This design comes from an exercise in tuning for small area and a short achievable clock period on the open sky130 flow, not from production work.
Function was checked by simulation only, so behaviour that the tests miss may differ from the original.
Power figures rest on the tool's default switching activity, not on a simulated workload.

==> flow/design.v <==
`timescale 1ns / 1ps
module AO222N(input a0, input s0, input a1, input s1, input a2, input s2, output y);
	assign y = ~((a0 & s0) | (a1 & s1) | (a2 & s2));
endmodule
module NAND11(input [10:0] t, output y);
	assign y = ~&t;
endmodule
module RDTAIL(input [10:0] t, input rfsel, input m, input mh, input w, input wb, output y);
	assign y = (mh & m) | (wb & w) | (rfsel & ~&t);
endmodule
module AO21(input a, input b, input c, output y);
	assign y = (a & b) | c;
endmodule
`timescale 1ns / 1ps
module ADDER(input [31:0] a, input [31:0] b, input cin, output [32:0] s,
             output [31:0] and_ab, output [31:0] xor_ab);
	wire [32:0] g0 = {a & b, cin};
	wire [32:0] p0 = {a ^ b, 1'b0};
	wire [32:0] g1 = g0 | (p0 & {g0[31:0], 1'b0});
	wire [32:0] p1 = p0 & {p0[31:0], 1'b0};
	wire [32:0] g2 = g1 | (p1 & {g1[30:0], 2'b0});
	wire [32:0] p2 = p1 & {p1[30:0], 2'b0};
	wire [32:0] g3 = g2 | (p2 & {g2[28:0], 4'b0});
	wire [32:0] p3 = p2 & {p2[28:0], 4'b0};
	wire [32:0] g4 = g3 | (p3 & {g3[24:0], 8'b0});
	wire [32:0] p4 = p3 & {p3[24:0], 8'b0};
	wire [32:0] g5 = g4 | (p4 & {g4[16:0], 16'b0});
	wire [32:0] p5 = p4 & {p4[16:0], 16'b0};
	wire [32:0] g6 = g5 | (p5 & {g5[0:0], 32'b0});
	assign s = {g6[32], p0[32:1] ^ g6[31:0]};
	assign and_ab = g0[32:1];
	assign xor_ab = p0[32:1];
endmodule
`timescale 1ns / 1ps
module PIPELINE(input clk,
                input rst,
                input btn,
                input on,
                output [31:0] imem_addr,
                input  [31:0] imem_data,
                output [31:0] dmem_addr,
                output [31:0] dmem_wdata,
                output        dmem_we,
                output        dmem_re,
                input  [31:0] dmem_rdata,
                output        wb_we,
                output [4:0]  wb_reg,
                output [31:0] wb_data);
	wire enable = !rst && (!on || btn);
	reg [31:0] pc;
	reg        br_pend;
	reg [31:0] d_ir;
	reg [31:0] d_npc;
	reg        e_rw, e_ld, e_st, e_br;    
	reg        e_fa, e_fb;                
	reg [31:0] e_a, e_b;                  
	reg [31:0] e_x;                       
	reg [4:0]  e_rt;
	reg        e_bm, e_bmn, e_bb, e_bbn, e_bx;  
	reg        e_sub;                     
	reg        e_rsum, e_rand, e_ror, e_rslt;  
	reg        m_rw, m_ld, m_st, m_tk;
	reg [31:0] m_res;                     
	reg [31:0] m_wd;
	reg [4:0]  m_rd;
	reg        w_rw;
	reg [31:0] w_data;
	reg [4:0]  w_rd;
	reg [31:0] rf [1:31];
	wire [5:0] d_op = d_ir[31:26];
	wire [4:0] d_rs = d_ir[25:21];
	wire [4:0] d_rt = d_ir[20:16];
	wire d_isR  = (d_op == 6'b000000);
	wire d_isLW = (d_op == 6'b100011);
	wire d_isSW = (d_op == 6'b101011);
	wire d_isBR = (d_op == 6'b000100);
	wire stall = e_ld && ((e_rt == d_rs) || (e_rt == d_rt));
	wire [4:0] e_rd = e_ld ? e_rt : e_x[15:11];
	wire [31:0] m_val = m_ld ? dmem_rdata : m_res;
	wire mhit_a = m_rw && (m_rd != 5'd0) && (m_rd == d_rs);
	wire mhit_b = m_rw && (m_rd != 5'd0) && (m_rd == d_rt);
	wire wbyp_a = !mhit_a && w_rw && (w_rd == d_rs) && (d_rs != 5'd0);
	wire wbyp_b = !mhit_b && w_rw && (w_rd == d_rt) && (d_rt != 5'd0);
	wire rfsel_a = !mhit_a && !wbyp_a;
	wire rfsel_b = !mhit_b && !wbyp_b;
	wire [32:0] sel_a, sel_b;                  
	genvar gi, gb;
	generate
		for (gi = 0; gi < 31; gi = gi + 1) begin : g_sel
			assign sel_a[gi] = (d_rs == gi + 1);
			assign sel_b[gi] = (d_rt == gi + 1);
		end
	endgenerate
	assign sel_a[32:31] = 2'b00;
	assign sel_b[32:31] = 2'b00;
	wire [31:0] d_a, d_b;
	generate
		for (gb = 0; gb < 32; gb = gb + 1) begin : g_rd
			wire [32:0] in;
			wire [10:0] ta, tb;
			for (gi = 0; gi < 31; gi = gi + 1) begin : g_in
				assign in[gi] = rf[gi + 1][gb];
			end
			assign in[32:31] = 2'b00;
			for (gi = 0; gi < 10; gi = gi + 1) begin : g_grp
				AO222N ga(.a0(in[3*gi]), .s0(sel_a[3*gi]), .a1(in[3*gi+1]), .s1(sel_a[3*gi+1]),
				          .a2(in[3*gi+2]), .s2(sel_a[3*gi+2]), .y(ta[gi]));
				AO222N gb2(.a0(in[3*gi]), .s0(sel_b[3*gi]), .a1(in[3*gi+1]), .s1(sel_b[3*gi+1]),
				           .a2(in[3*gi+2]), .s2(sel_b[3*gi+2]), .y(tb[gi]));
			end
			assign ta[10] = ~(in[30] & sel_a[30]);
			assign tb[10] = ~(in[30] & sel_b[30]);
			RDTAIL na(.t(ta), .rfsel(rfsel_a), .m(m_val[gb]), .mh(mhit_a), .w(w_data[gb]), .wb(wbyp_a), .y(d_a[gb]));
			RDTAIL nb(.t(tb), .rfsel(rfsel_b), .m(m_val[gb]), .mh(mhit_b), .w(w_data[gb]), .wb(wbyp_b), .y(d_b[gb]));
		end
	endgenerate
	wire ehit_a = e_rw && (e_rd != 5'd0) && (e_rd == d_rs);
	wire ehit_b = e_rw && (e_rd != 5'd0) && (e_rd == d_rt);
	wire [5:0] d_fn  = d_ir[5:0];
	wire d_mem  = d_isLW || d_isSW;
	wire d_add  = d_isR && (d_fn[5:1] == 5'b10000);
	wire d_sub  = d_isR && (d_fn[5:1] == 5'b10001);
	wire d_and  = d_isR && (d_fn == 6'b100100);
	wire d_or   = d_isR && (d_fn == 6'b100101);
	wire d_slt  = d_isR && (d_fn == 6'b101010);
	wire [31:0] d_sext = {{16{d_ir[15]}}, d_ir[15:0]};
	wire [31:0] d_tgt  = d_npc + d_sext;
	wire [31:0] x_a  = e_fa ? m_res : e_a;
	wire [31:0] x_bf = e_fb ? m_res : e_b;
	wire [31:0] x_b    = ({32{e_bm}} & m_res) | ({32{e_bmn}} & ~m_res) | ({32{e_bb}} & e_b) | ({32{e_bbn}} & ~e_b)
	                   | ({32{e_bx}} & e_x);
	wire [32:0] sum;
	wire [31:0] x_and, x_xor;
	ADDER alu_add(.a(x_a), .b(x_b), .cin(e_sub), .s(sum), .and_ab(x_and), .xor_ab(x_xor));
	wire        ltu    = !sum[32];
	wire [31:0] x_oth  = ({32{e_rand}} & x_and)
	                   | ({32{e_ror}}  & (x_and | x_xor))
	                   | {31'd0, e_rslt & ltu}
	                   | ({32{e_br}}   & e_x);
	wire [31:0] x_res;
	genvar gr;
	generate
		for (gr = 0; gr < 32; gr = gr + 1) begin : g_res
			AO21 ro(.a(e_rsum), .b(sum[gr]), .c(x_oth[gr]), .y(x_res[gr]));
		end
	endgenerate
	wire        x_eq   = ~|x_xor;
	wire PCSrc = m_tk;
	assign dmem_addr  = m_res;
	assign dmem_wdata = m_wd;
	assign dmem_we    = m_st & enable;
	assign dmem_re    = m_ld & enable;
	assign wb_we   = w_rw & enable;
	assign wb_reg  = w_rd;
	assign wb_data = w_data;
	wire halt = (imem_data[31:26] == 6'b111111);
	wire [31:0] pc_inc = pc + 32'd1;
	assign imem_addr = pc;
	always @(posedge clk)
		if (rst) begin
			pc      <= 32'd0;
			br_pend <= 1'b0;
		end else if (enable) begin
			if (stall)
				br_pend <= PCSrc;
			else begin
				br_pend <= 1'b0;
				if (PCSrc)
					pc <= m_res;
				else if (br_pend)
					pc <= e_x;
				else if (!halt)
					pc <= pc_inc;
			end
		end
	always @(posedge clk)
		if (rst) begin
			d_ir[31:26] <= 6'd0;
			d_ir[15:11] <= 5'd0;
			d_ir[5:0]   <= 6'd0;
		end else if (enable && !stall) begin
			d_ir[31:26] <= imem_data[31:26];
			d_ir[15:11] <= imem_data[15:11];
			d_ir[5:0]   <= imem_data[5:0];
		end
	always @(posedge clk)
		if (enable && !stall) begin
			d_ir[25:16] <= imem_data[25:16];
			d_ir[10:6]  <= imem_data[10:6];
			d_npc       <= pc_inc;
		end
	always @(posedge clk)
		if (rst) begin
			e_rw <= 1'b0;
			e_ld <= 1'b0;
			e_st <= 1'b0;
			e_br <= 1'b0;
		end else if (enable) begin
			e_rw <= !stall && (d_isR || d_isLW);
			e_ld <= !stall && d_isLW;
			e_st <= !stall && d_isSW;
			e_br <= !stall && d_isBR;
		end
	always @(posedge clk)
		if (enable) begin
			e_fa <= ehit_a;
			e_fb <= ehit_b;
			e_a  <= d_a;
			e_b  <= d_b;
			e_x  <= stall ? m_res : (d_isBR ? d_tgt : d_sext);
			e_rt <= d_rt;
			e_bx   <= d_mem;
			e_bm   <= !d_mem && ehit_b && !(d_sub || d_slt);
			e_bmn  <= !d_mem && ehit_b && (d_sub || d_slt);
			e_bb   <= !d_mem && !ehit_b && !(d_sub || d_slt);
			e_bbn  <= !d_mem && !ehit_b && (d_sub || d_slt);
			e_sub  <= d_sub || d_slt;
			e_rsum <= d_add || d_sub || d_mem;
			e_rand <= d_and;
			e_ror  <= d_or;
			e_rslt <= d_slt;
		end
	always @(posedge clk)
		if (rst) begin
			m_rw <= 1'b0;
			m_ld <= 1'b0;
			m_st <= 1'b0;
			m_tk <= 1'b0;
		end else if (enable) begin
			m_rw <= e_rw;
			m_ld <= e_ld;
			m_st <= e_st;
			m_tk <= e_br && x_eq;
		end
	always @(posedge clk)
		if (enable) begin
			m_res <= x_res;
			m_wd  <= x_bf;
			m_rd  <= e_rd;
		end
	always @(posedge clk)
		if (rst)
			w_rw <= 1'b0;
		else if (enable)
			w_rw <= m_rw;
	always @(posedge clk)
		if (enable) begin
			w_data <= m_val;
			w_rd   <= m_rd;
		end
	always @(posedge clk)
		if (enable && w_rw && (w_rd != 5'd0))
			rf[w_rd] <= w_data;
endmodule
export LEC_CHECK = 0
export CAP_MARGIN = 20
export CELL_PAD_IN_SITES_DETAIL_PLACEMENT = 1
export CELL_PAD_IN_SITES_GLOBAL_PLACEMENT = 1
export CORE_MARGIN = 2
export CORE_UTILIZATION = 50
export CTS_BUF_LIST = sky130_fd_sc_hd__clkbuf_8
export CTS_CLUSTER_DIAMETER = 70
export CTS_CLUSTER_SIZE = 14
export PLACE_DENSITY = 0.55
export SETUP_SLACK_MARGIN = 3.2
export SLEW_MARGIN = 20
export SYNTH_HIERARCHICAL = 1
export TNS_END_PERCENT = 5
create_clock -name core_clock -period 6.5 [get_ports {clk}]
standard.sh (not shown) runs the stock make flow with config.mk's settings and CLKGATE_MAP_FILE= SYNTH_SCRIPT=/design/flow/synth_recipe.tcl, a recipe that flattens the netlist after the stock synthesis.
==> flow/flow/run.sh <==
#!/bin/bash
# The standard layout (standard.sh, unchanged synthesis and steps), with
# the port buffers that buffer_ports inserts made of buf_2 cells instead of
# the delay buffers it picks by default. make's full output goes to
# flow_make.log here; ORFS keeps each step's log under orfs/logs/.
set -euo pipefail
export BUFFER_PORTS_ARGS="-buffer_cell sky130_fd_sc_hd__buf_2"
bash standard.sh finish > flow_make.log 2>&1
The starting point finished with timing, DRC and antenna clean.
Next try:
--- a/flow/design.v
+++ b/flow/design.v
@@ -11,4 +11,7 @@
 module AO21(input a, input b, input c, output y);
 	assign y = (a & b) | c;
+endmodule
+module AND2(input a, input b, output y);
+	assign y = a & b;
 endmodule
 `timescale 1ns / 1ps
@@ -67,5 +70,5 @@
 	reg [31:0] w_data;
 	reg [4:0]  w_rd;
-	reg [31:0] rf [1:31];
+	reg [32*31-1:0] rf;                    
 	wire [5:0] d_op = d_ir[31:26];
 	wire [4:0] d_rs = d_ir[25:21];
@@ -100,5 +103,5 @@
 			wire [10:0] ta, tb;
 			for (gi = 0; gi < 31; gi = gi + 1) begin : g_in
-				assign in[gi] = rf[gi + 1][gb];
+				assign in[gi] = rf[32*gi + gb];
 			end
 			assign in[32:31] = 2'b00;
@@ -249,6 +252,15 @@
 			w_rd   <= m_rd;
 		end
-	always @(posedge clk)
-		if (enable && w_rw && (w_rd != 5'd0))
-			rf[w_rd] <= w_data;
-endmodule
+	wire [31:1] rf_we;
+	genvar gw;
+	generate
+		for (gw = 1; gw < 32; gw = gw + 1) begin : g_we
+			AND2 wa(.a(w_rw && (w_rd == gw)), .b(enable), .y(rf_we[gw]));
+		end
+	endgenerate
+	integer j;
+	always @(posedge clk)
+		for (j = 1; j < 32; j = j + 1)
+			if (rf_we[j])
+				rf[32*j-1 -: 32] <= w_data;
+endmodule
Effect: Setup slack improves by 0.037 ns; sequential power stays flat; via count decreases by about 1.8%; maximum frequency came out higher by 1.0%; synthesized area grows by 0.34%; sequential share of layout area rose by 0.72 points; count of clock-buffer cells in the layout is higher by 2; cell area fell by about 1.2%; cell count fell by about 0.46%; utilization went down by 0.76 points; global-route usage is lower by 2.0 points.

[separate check: timing with driven ports]
Ports are ideal in the flow. The routed layouts listed here were re-timed in OpenROAD. Step 1: set_driving_cell puts a clkbuf_16 on clk and a buf_2 on each other input, an assumption about the parent block. Step 2 times the ports against the registers' clock, not the clock port: input delays grow and output delays shrink by t, the midpoint of the rising clock arrivals with the driver on. Three values: ideal ports, drivers, drivers and shift; two values: the first two.
| run | shift t [ns] | setup WS [ns] | worst hold slack (ns) | clock arrival spread, ns | pins driven straight from the clock port |
|---|---|---|---|---|---|
| the first run | 0.935 | 2.903 / 2.903 / 2.023 | 0.457 / 0.457 / 0.457 | 0.093 / 0.093 | 1 |
| the second run | 0.879 | 2.940 / 2.940 / 2.395 | 0.486 / 0.486 / 0.486 | 0.041 / 0.041 | 1 |
After both steps setup and hold are still met in every run listed. The setup slack of the first run, which loses most, moves by 0.000 ns with the drivers and by -0.880 ns with both steps.
